From an optimization exercise on the open Yosys and OpenROAD flow, aimed at small area, a short achievable clock period and few clock cycles per item; shortcuts taken in it are not production practice.
Only the layout flow was run in this run; the RTL was not checked for function there.
Power and IR drop assume default switching activity.

`flow/design.v`:
```
module sbox_lin(b, g, m);
    input  [7:0] b;
    output [7:0] g;
    output [9:0] m;
    wire t1  = b[7] ^ b[5];
    wire t2  = ~(b[5] ^ b[1]);
    wire t3  = ~(b[0] ^ t2);
    wire t4  = b[6] ^ b[2];
    wire t5  = b[3] ^ t3;
    wire t6  = b[4] ^ t1;
    wire t7  = b[1] ^ t5;
    wire t8  = b[1] ^ t4;
    wire t9  = t6 ^ t8;
    wire t10 = t6 ^ t7;
    wire t11 = ~(b[3] ^ t1);
    wire t12 = ~(b[6] ^ t9);
    wire t13 = t4 ^ t10;
    wire t14 = t2 ^ t11;
    wire t15 = t12 ^ t14;
    wire t16 = t3 ^ t12;
    wire t17 = t11 ^ t16;
    assign g = {t15, t14, ~b[0], t2, t5, t13, t7, t10};
    assign m = {t12, t9, t17, b[1], t11, t4, t16, t8, t3, t6};
endmodule
module sbox_mul(g, m, p);
    input  [7:0] g;
    input  [9:0] m;
    output [3:0] p;
    wire t1  = ~(g[5] & g[1]);
    wire t2  = ~(m[1] & m[0]);
    wire t3  = ~(g[4] & g[0]);
    wire t4  = ~(g[7] & g[3]);
    wire t5  = ~(m[9] & m[8]);
    wire t6  = ~(g[6] | g[2]);
    wire t7  = ~(g[7] | g[3]);
    wire t8  = ~(m[9] | m[8]);
    wire t9  = ~(m[7] | m[6]);
    wire t10 = ~(m[3] & m[2]);
    wire t11 = ~(m[5] & m[4]);
    wire t12 = ~(m[3] | m[2]);
    wire t13 = t1 ^ t2;
    wire t14 = t3 ^ t2;
    wire t15 = t4 ^ t13;
    wire t16 = t5 ^ t14;
    wire t17 = t9 ^ t10;
    wire t18 = t11 ^ t12;
    wire t19 = t6 ^ t15;
    wire t20 = t7 ^ t16;
    assign p[3] = t19 ^ t17;
    assign p[2] = t20 ^ t18;
    assign p[1] = t8 ^ t15;
    assign p[0] = t6 ^ t16;
endmodule
module sbox_inv(p, l);
    input  [3:0] p;
    output [3:0] l;
    wire u1  = ~(p[3] & p[0]);
    wire u2  = ~(u1 | p[2]);
    wire u3  = ~(p[2] & p[0]);
    wire u4  = p[1] ^ u3;
    wire u5  = ~(p[2] | u4);
    wire u6  = ~(p[1] & u4);
    wire u7  = ~(p[3] | u4);
    wire u8  = ~(u7 | u2);
    wire u9  = ~(u5 ^ u7);
    wire u10 = ~(u9 ^ p[3]);
    wire u11 = ~(u6 & u8);
    wire u12 = ~(u8 & p[1]);
    wire u13 = ~(p[0] ^ u12);
    wire u14 = ~(u1 & p[2]);
    wire u15 = ~(u9 & u14);
    assign l = {u13, u11, u15, u10};
endmodule
module sbox_bot(g, m, l, Sb);
    input  [7:0] g;
    input  [9:0] m;
    input  [3:0] l;
    output [7:0] Sb;
    wire k4 = l[3] ^ l[2];
    wire k3 = l[3] ^ l[1];
    wire k2 = l[2] ^ l[0];
    wire k1 = k3 ^ k2;
    wire k0 = l[1] ^ l[0];
    wire [17:0] e;
    assign e[17] = ~(g[2] & l[2]);
    assign e[16] = ~(g[3] & l[3]);
    assign e[15] = ~(m[8] & k4);
    assign e[14] = ~(m[2] & k1);
    assign e[13] = ~(m[4] & k2);
    assign e[12] = ~(m[6] & k3);
    assign e[11] = ~(g[0] & l[0]);
    assign e[10] = ~(g[1] & l[1]);
    assign e[9]  = ~(m[0] & k0);
    assign e[8]  = ~(g[6] & l[2]);
    assign e[7]  = ~(g[7] & l[3]);
    assign e[6]  = ~(m[9] & k4);
    assign e[5]  = ~(m[3] & k1);
    assign e[4]  = ~(m[5] & k2);
    assign e[3]  = ~(m[7] & k3);
    assign e[2]  = ~(g[4] & l[0]);
    assign e[1]  = ~(g[5] & l[1]);
    assign e[0]  = ~(m[1] & k0);
    wire E11 = e[17] ^ e[16];
    wire E10 = e[15] ^ e[16];
    wire E9  = e[14] ^ e[13];
    wire E8  = e[12] ^ e[13];
    wire E7  = e[11] ^ e[10];
    wire E6  = e[9]  ^ e[10];
    wire E5  = e[8]  ^ e[7];
    wire E4  = e[6]  ^ e[7];
    wire E3  = e[5]  ^ e[4];
    wire E2  = e[3]  ^ e[4];
    wire E1  = e[2]  ^ e[1];
    wire E0  = e[0]  ^ e[1];
    wire v1  = E9 ^ E7;
    wire v2  = E1 ^ v1;
    wire v3  = E3 ^ v2;
    wire v4  = E5 ^ E3;
    wire v5  = E4 ^ v4;
    wire v6  = E4 ^ E0;
    wire v7  = E11 ^ E7;
    wire v8  = v1 ^ v4;
    wire v9  = v1 ^ v6;
    wire v10 = E2 ^ v5;
    wire v11 = E10 ^ E8;
    wire v12 = ~(v3 ^ v11);
    wire v13 = v10 ^ v12;
    wire v14 = ~(v3 ^ v7);
    wire v15 = ~(E10 ^ E6);
    wire v16 = v6 ^ v14;
    assign Sb = {v15, v13, v8, v14, v11, v9, v12, v16};
endmodule
module sm4_top (
    clk,rst,start,i_plaintext,i_key,
    o_data,o_done
);
    input           clk;
    input           rst;
    input           start;
    input           i_plaintext;
    input           i_key;
    output          o_data;
    output          o_done;
    localparam [1:0] PH_LOAD = 2'd0, PH_COMP = 2'd1, PH_OUT = 2'd2;
    localparam [127:0] FK = {32'ha3b1bac6, 32'h56aa3350, 32'h677d9197, 32'hb27022dc};
    localparam [6:0] COMP_LAST = 7'd100;
    reg     [1:0]   phase;
    reg     [6:0]   cnt;
    reg     [1:0]   m3;
    reg     [4:0]   rnd;
    reg             done_r;
    reg             data_r;
    reg             comp;    
    reg             outp;    
    reg             wk;      
    reg             wd;      
    reg     [31:0]  kr0, kr1, kr2, kr3;
    reg     [31:0]  dr0, dr1, dr2, dr3;
    reg     [31:0]  pre;     
    reg     [31:0]  s1b;     
    reg     [15:0]  s1p;     
    reg     [31:0]  s2s;     
    reg  [31:0] ck;
    always @(*) begin
        case (rnd)
            5'd0: ck = 32'h00070e15;
            5'd1: ck = 32'h1c232a31;
            5'd2: ck = 32'h383f464d;
            5'd3: ck = 32'h545b6269;
            5'd4: ck = 32'h70777e85;
            5'd5: ck = 32'h8c939aa1;
            5'd6: ck = 32'ha8afb6bd;
            5'd7: ck = 32'hc4cbd2d9;
            5'd8: ck = 32'he0e7eef5;
            5'd9: ck = 32'hfc030a11;
            5'd10: ck = 32'h181f262d;
            5'd11: ck = 32'h343b4249;
            5'd12: ck = 32'h50575e65;
            5'd13: ck = 32'h6c737a81;
            5'd14: ck = 32'h888f969d;
            5'd15: ck = 32'ha4abb2b9;
            5'd16: ck = 32'hc0c7ced5;
            5'd17: ck = 32'hdce3eaf1;
            5'd18: ck = 32'hf8ff060d;
            5'd19: ck = 32'h141b2229;
            5'd20: ck = 32'h30373e45;
            5'd21: ck = 32'h4c535a61;
            5'd22: ck = 32'h686f767d;
            5'd23: ck = 32'h848b9299;
            5'd24: ck = 32'ha0a7aeb5;
            5'd25: ck = 32'hbcc3cad1;
            5'd26: ck = 32'hd8dfe6ed;
            5'd27: ck = 32'hf4fb0209;
            5'd28: ck = 32'h10171e25;
            5'd29: ck = 32'h2c333a41;
            5'd30: ck = 32'h484f565d;
            5'd31: ck = 32'h646b7279;
        endcase
    end
    always @(posedge clk) begin
        if (m3 == 2'd2)
            pre <= kr1 ^ kr2 ^ ck ^ dr3;
        else
            pre <= dr1 ^ dr2 ^ kr0 ^ kr3;
    end
    wire [31:0] b = pre ^ kr0 ^ dr0;
    wire [31:0] p1;
    genvar gi;
    generate
        for (gi = 0; gi < 4; gi = gi + 1) begin : st1
            wire [7:0] g;
            wire [9:0] m;
            sbox_lin lin(.b(b[8*gi+7:8*gi]), .g(g), .m(m));
            sbox_mul mul(.g(g), .m(m), .p(p1[4*gi+3:4*gi]));
        end
    endgenerate
    always @(posedge clk) begin
        s1b <= b;
        s1p <= p1;
    end
    wire [31:0] s;
    generate
        for (gi = 0; gi < 4; gi = gi + 1) begin : st2
            wire [7:0] g;
            wire [9:0] m;
            wire [3:0] l;
            sbox_lin lin(.b(s1b[8*gi+7:8*gi]), .g(g), .m(m));
            sbox_inv inv(.p(s1p[4*gi+3:4*gi]), .l(l));
            sbox_bot bot(.g(g), .m(m), .l(l), .Sb(s[8*gi+7:8*gi]));
        end
    endgenerate
    always @(posedge clk) begin
        s2s <= s;
    end
    wire [31:0] lk = s2s ^ {s2s[18:0], s2s[31:19]} ^ {s2s[8:0], s2s[31:9]};
    wire [31:0] ld = s2s ^ {s2s[29:0], s2s[31:30]} ^ {s2s[21:0], s2s[31:22]}
                         ^ {s2s[13:0], s2s[31:14]} ^ {s2s[7:0], s2s[31:8]};
    wire [31:0] nk = kr3 ^ lk;
    wire [31:0] nd = dr3 ^ ld;
    wire fk = FK[7'd127 - cnt];
    always @(posedge clk) begin
        if (wk)
            kr0 <= nk;
        else if (comp)
            kr0 <= kr3;
        else
            kr0 <= {kr0[30:0], kr1[31]};
        if (wd)
            dr0 <= nd;
        else if (comp)
            dr0 <= dr3;
        else
            dr0 <= {dr0[30:0], outp ? dr0[31] : dr1[31]};
        if (comp) begin
            kr1 <= kr0;
            kr2 <= kr1;
            kr3 <= kr2;
            dr1 <= dr0;
            dr2 <= dr1;
            dr3 <= dr2;
        end else begin
            kr3 <= {kr3[30:0], i_key ^ fk};
            kr2 <= {kr2[30:0], kr3[31]};
            kr1 <= {kr1[30:0], kr2[31]};
            dr3 <= {dr3[30:0], outp ? dr3[31] : i_plaintext};
            dr2 <= {dr2[30:0], outp ? dr2[31] : dr3[31]};
            dr1 <= {dr1[30:0], outp ? dr1[31] : dr2[31]};
        end
    end
    wire [6:0] kn = cnt + 7'd1;
    wire [1:0] q = kn[6:5];
    wire       tap = (q == 2'd0) ? dr0[30] : (q == 2'd1) ? dr3[30] :
                     (q == 2'd2) ? dr2[30] : dr1[30];
    wire       comp_end = comp & (cnt == COMP_LAST);
    wire       out_end  = outp & (cnt == 7'd127);
    reg  [1:0] phase_n;
    reg  [6:0] cnt_n;
    reg  [1:0] m3_n;
    reg  [4:0] rnd_n;
    always @(*) begin
        phase_n = phase;
        cnt_n   = kn;
        m3_n    = 2'd2;
        rnd_n   = 5'd0;
        if (!start) begin
            phase_n = PH_LOAD;
            cnt_n   = 7'd0;
        end else if (phase == PH_LOAD) begin
            if (cnt == 7'd127) phase_n = PH_COMP;
        end else if (comp) begin
            m3_n  = (m3 == 2'd2) ? 2'd0 : m3 + 2'd1;
            rnd_n = (m3 == 2'd0) ? rnd + 5'd1 : rnd;
            if (comp_end) begin
                phase_n = PH_OUT;
                cnt_n   = 7'd0;
            end
        end else begin
            if (out_end) phase_n = PH_LOAD;
        end
    end
    always @(posedge clk or negedge rst) begin
        if (!rst) begin
            phase  <= PH_LOAD;
            cnt    <= 7'd0;
            m3     <= 2'd2;
            rnd    <= 5'd0;
            comp   <= 1'b0;
            outp   <= 1'b0;
            wk     <= 1'b0;
            wd     <= 1'b0;
            done_r <= 1'b0;
            data_r <= 1'b0;
        end else begin
            phase  <= phase_n;
            cnt    <= cnt_n;
            m3     <= m3_n;
            rnd    <= rnd_n;
            comp   <= (phase_n == PH_COMP);
            outp   <= (phase_n == PH_OUT);
            wk     <= (phase_n == PH_COMP) & (m3_n == 2'd2) & (cnt_n >= 7'd3);
            wd     <= (phase_n == PH_COMP) & (m3_n == 2'd0) & (cnt_n >= 7'd7);
            done_r <= start & (comp_end | (outp & ~out_end));
            data_r <= start & (comp_end ? nd[31] : (outp & ~out_end & tap));
        end
    end
    assign o_done = done_r;
    assign o_data = data_r;
endmodule
```
`flow/flow/run.sh`:
```
#!/bin/bash
# Standard ORFS layout, except that synthesis skips Yosys's full/half-adder
# extraction (ADDER_MAP_FILE empty): it turns XOR/AND pairs of the S-box and
# linear layers into slow adder cells that ABC cannot restructure.
set -euo pipefail
bash standard.sh ADDER_MAP_FILE= finish > standard.log 2>&1
```
`flow/standard.sh`:
```
#!/bin/bash
# synth_recipe.tcl (not shown) runs the flow's synth.tcl, then flattens the netlist and writes it again
# the make line also repeats each setting of config.mk as NAME=value (left out here)
make -C /OpenROAD-flow-scripts/flow DESIGN_CONFIG=/design/flow/config.mk WORK_HOME=/design/flow/orfs CLKGATE_MAP_FILE= SYNTH_SCRIPT=/design/flow/synth_recipe.tcl "${@:-finish}"
```
`flow/config.mk`:
```
export PLATFORM = sky130hd
export DESIGN_NAME = sm4_top
export DESIGN_NICKNAME = sm4_top
export VERILOG_FILES = /design/flow/design.v
export SDC_FILE = /design/flow/constraint.sdc
export NUM_CORES = 4
export LEC_CHECK = 0
export CAP_MARGIN = 20
export CORE_MARGIN = 2
export CORE_UTILIZATION = 40
export SLEW_MARGIN = 20
```
`flow/constraint.sdc`:
```
create_clock -name core_clock -period 6.5 [get_ports {clk}]
set_input_delay 1.3000 -clock core_clock [delete_from_list [all_inputs] [get_ports {clk}]]
set_output_delay 1.3000 -clock core_clock [all_outputs]
set_load 0.01 [all_outputs]
```
==> qor.csv <==
metric,value,unit
outcome,no timing/DRC/antenna violations,
Post-CTS Setup Bufs,0,
Overflow after GRT,0,
final setup TNS,0,ns
Worst Hold Path Cells,2,
Starting Density,0.405,
share of layout cells above drive strength 1,0.122,
synthesis-stage register bit count,390,
drt pass-1 iters,5,
highest routed layer,met4,
DRT antenna net count,0,
Slew HR,0.274,
Worst IR Drop VDD,410,uV
sw power,0.00554,W
CP max-delay cell,dfxtp_1,
WP data arrival,3.80,ns
Crit Reg-Reg Startpoint,s1p[0],
wire length after detailed routing,60.8,mm
CTS resizes,0,
cts bufs inserted,44,
core area,0.0578,mm2
final std cells w/o fill,3320,
area post-placement,0.0240,mm2
CP max FO,26,
Yosys top cell area share,0.315,
leading area contributor after synthesis,dfxtp_1,
Post-Syn Area per Cell,9.01,um2
H-Tree Depth,2,
Crit. End Element,flop,
minimum clock period,3.35,ns
Synth async-reset ratio,0.0564,
CTS Sinks,390,
n_diodes,0,
M1 wire length,28.5,mm
io pins,7,
CP peak stage delay,0.93,ns
Setup Viol. Count Final,0,
vias in the first global route,17100,
Final Cell Area,0.0254,mm2
die area,0.0605,mm2
FMAX,0.298,GHz
first-pass GRT wire length,96.8,mm
via count,17900,
IO Port Bufs,6,
Pint,0.00742,W
gpl congestion,0.925,
Max Cap Viol,0,
Tot GR Track Use,0.200,
R2R Setup Slk,3.15,ns
hold-fix buffers at CTS,0,
crit start category,flop,
Crit Path Class,flop to flop,
Clock Path Buffers,3,
YS warnings,1,
crit path launch,s1p[0],
largest net degree at the start of global routing,106,
sequential share of the synthesized area,0.338,
CTS tree,done,
Total Nets Final,2526,
clock-pin slew on the worst setup and hold paths,0.06,ns
HP Class,flop to flop,
Worst Hold End,dr3[0],
Worst Skew,0.0347,ns
Cell Pwr Density,511,mW/mm2
die width,246,um
worst-skew pair later-pin latency,0.58,ns
DPL Wire Length,43.7,mm
RSZ-0062 raised after global routing,no,
Avg Vias per Cell,5.39,
Worst-Margin Slew,1.09,ns
Placed Cells,3240,
top-count cell post-synth,xnor2_1,
synth top area cells,"dfxtp_1, xnor2_1, mux2_2, xor2_1, nor2_1",
Yosys cell types,83,
hold path startpoint,dr2[0],
Post-Syn Area,0.0234,mm2
wire per inst,18.3,um
wire length on met2,28.3,mm
Area Overhead vs Synth,8.25,%
Cell Rows,88,
Post-synth EDFFs,0,
synthesized instance count,2600,
CTS root buf,clkbuf_16,
clock share of power,0.183,
metal3 WL,2.98,mm
"Primary FF master, synth",dfxtp_1,
Die H,246,um
DRC viols,0,
sequential share of power,0.278,
switch share,0.428,
"most used cell, CP",xnor2_1,
period utilization,0.516,
crit-path cells,clkinv_1 > a32oi_1 > a21oi_1 > nor4b_1 > xnor2_1 > xnor2_1 > xnor3_1,
Comb power frac,0.539,
antenna violations before repair,0,
FF-to-FF End,s2s[6],
syn_nets,2605,
Final Max Tran Viols,0,
Critical Path RT,6.94,ns
Pleak,9.61,nW
final hold violations,0,
Synth top cells by count,"xnor2_1, dfxtp_1, nor2_1, mux2_2, nand2_1",
Reg2Reg Depth,7,
Initial DRC Count,1231,
-- routing by layer --
metal | GRT usage | vias to the layer above
li1 | - | 8757
met5 | 0 | -
met4 | 0.0396 | 0
met2 | 0.330 | 444
met1 | 0.278 | 8600
met3 | 0.0276 | 86
-- sequential cells by signal (all words and copies together) (netlist names), 5 cells and up --
register and flops:
cnt 7, dr0 32, dr1 32, dr2 32, dr3 32, kr0 32
kr1 32, kr2 32, kr3 32, pre 32, rnd 5, s1b 32
s1p 16, s2s 32
-- cell type report --
cell class | count | area, um2
fill | 5542 | 32500
multi-input combinational | 2016 | 14700
sequential | 390 | 7930
clock buffer | 66 | 1260
tap | 765 | 957
inverter | 52 | 195
timing repair buffer | 17 | 150
clock inverter | 14 | 111
-- placed cells by master, fill, tap and decap left out, drive strengths merged, types with 18 or more instances in the layout --
cell type	n
nor2b	21
nor3	73
nor2	298
o22ai	25
xor2	173
nand2	182
dfxtp	368
o21ai	106
xnor3	37
a21oi	168
mux2	192
mux2i	39
a31oi	19
xnor2	403
nand3	36
inv	45
clkbuf	66
dfrtp	21
a211oi	18
-- worst max-delay path, delay by kind of cell, from the launching register on --
family	cells	cell delay, ns
buf+inv	1	0.51
compound gates	2	0.41
simple gates	1	0.51
flops	1	0.93
xor+xnor	3	0.87
-- per-stage QoR --
step	util	power [W]	setup slack, ns	hold WS [ns]
5_1_grt	0.439	0.0137	2.91	0.529
2_1_floorplan	-	0.00897	3.66	0.456
3_5_place_dp	0.415	0.0105	3.24	0.498
4_1_cts	0.439	0.0129	3.21	0.508
6_report	0.439	0.0130	3.15	0.503
3_3_place_gp	0.415	0.0104	3.28	0.491
-- worst max-delay path by stage --
stage	endpoint	depth (start not counted)
after floorplan	s2s[6]	9
final	s2s[6]	7
after detailed placement	s2s[6]	8
after CTS	s2s[6]	8
after global routing	s2s[6]	7
after global placement	s2s[6]	8
-- cell families after synthesis --
group / share of synthesized area
buf+inv: 0.0326
compound gates: 0.125
fa+ha+maj: 0.000427
mux: 0.109
simple gates: 0.130
flops: 0.338
xor+xnor: 0.265
-- power by group through the flow --
| stage | sequential [W] | clock, W | combinational [W] |
|---|---|---|---|
| 2_1_floorplan | 0.00306 | 0 | 0.00591 |
| 3_3_place_gp | 0.00363 | 0 | 0.00679 |
| 3_5_place_dp | 0.00363 | 0 | 0.00687 |
| 4_1_cts | 0.00359 | 0.00242 | 0.00693 |
| 5_1_grt | 0.00365 | 0.00253 | 0.00754 |
| 6_report | 0.00361 | 0.00238 | 0.00698 |

[what the ideal ports hide]
In the flow no input, the clock included, has a driving cell. The finished layout below was timed again as built, in two steps. Step 1 assumes that a clkbuf_16 drives the clock port and a buf_2 every other input. Step 2 times the ports against the registers' clock, not the clock port: input delays grow and output delays shrink by t, the midpoint of the rising clock arrivals with the driver on. Three values: ideal ports, drivers, drivers and shift; two values: the first two.
t, ns: 0.626
setup slack, ns: 3.146 / 3.146 / 3.146
worst hold slack (ns): 0.503 / 0.503 / 0.503
clock arrival spread, ns: 0.040 / 0.040
slew at the worst register clock pin (ns): 0.07 / 0.07
After both steps this run still meets setup and hold. For this run, drivers alone change the setup slack by 0.000 ns; drivers and shift together by 0.000 ns.
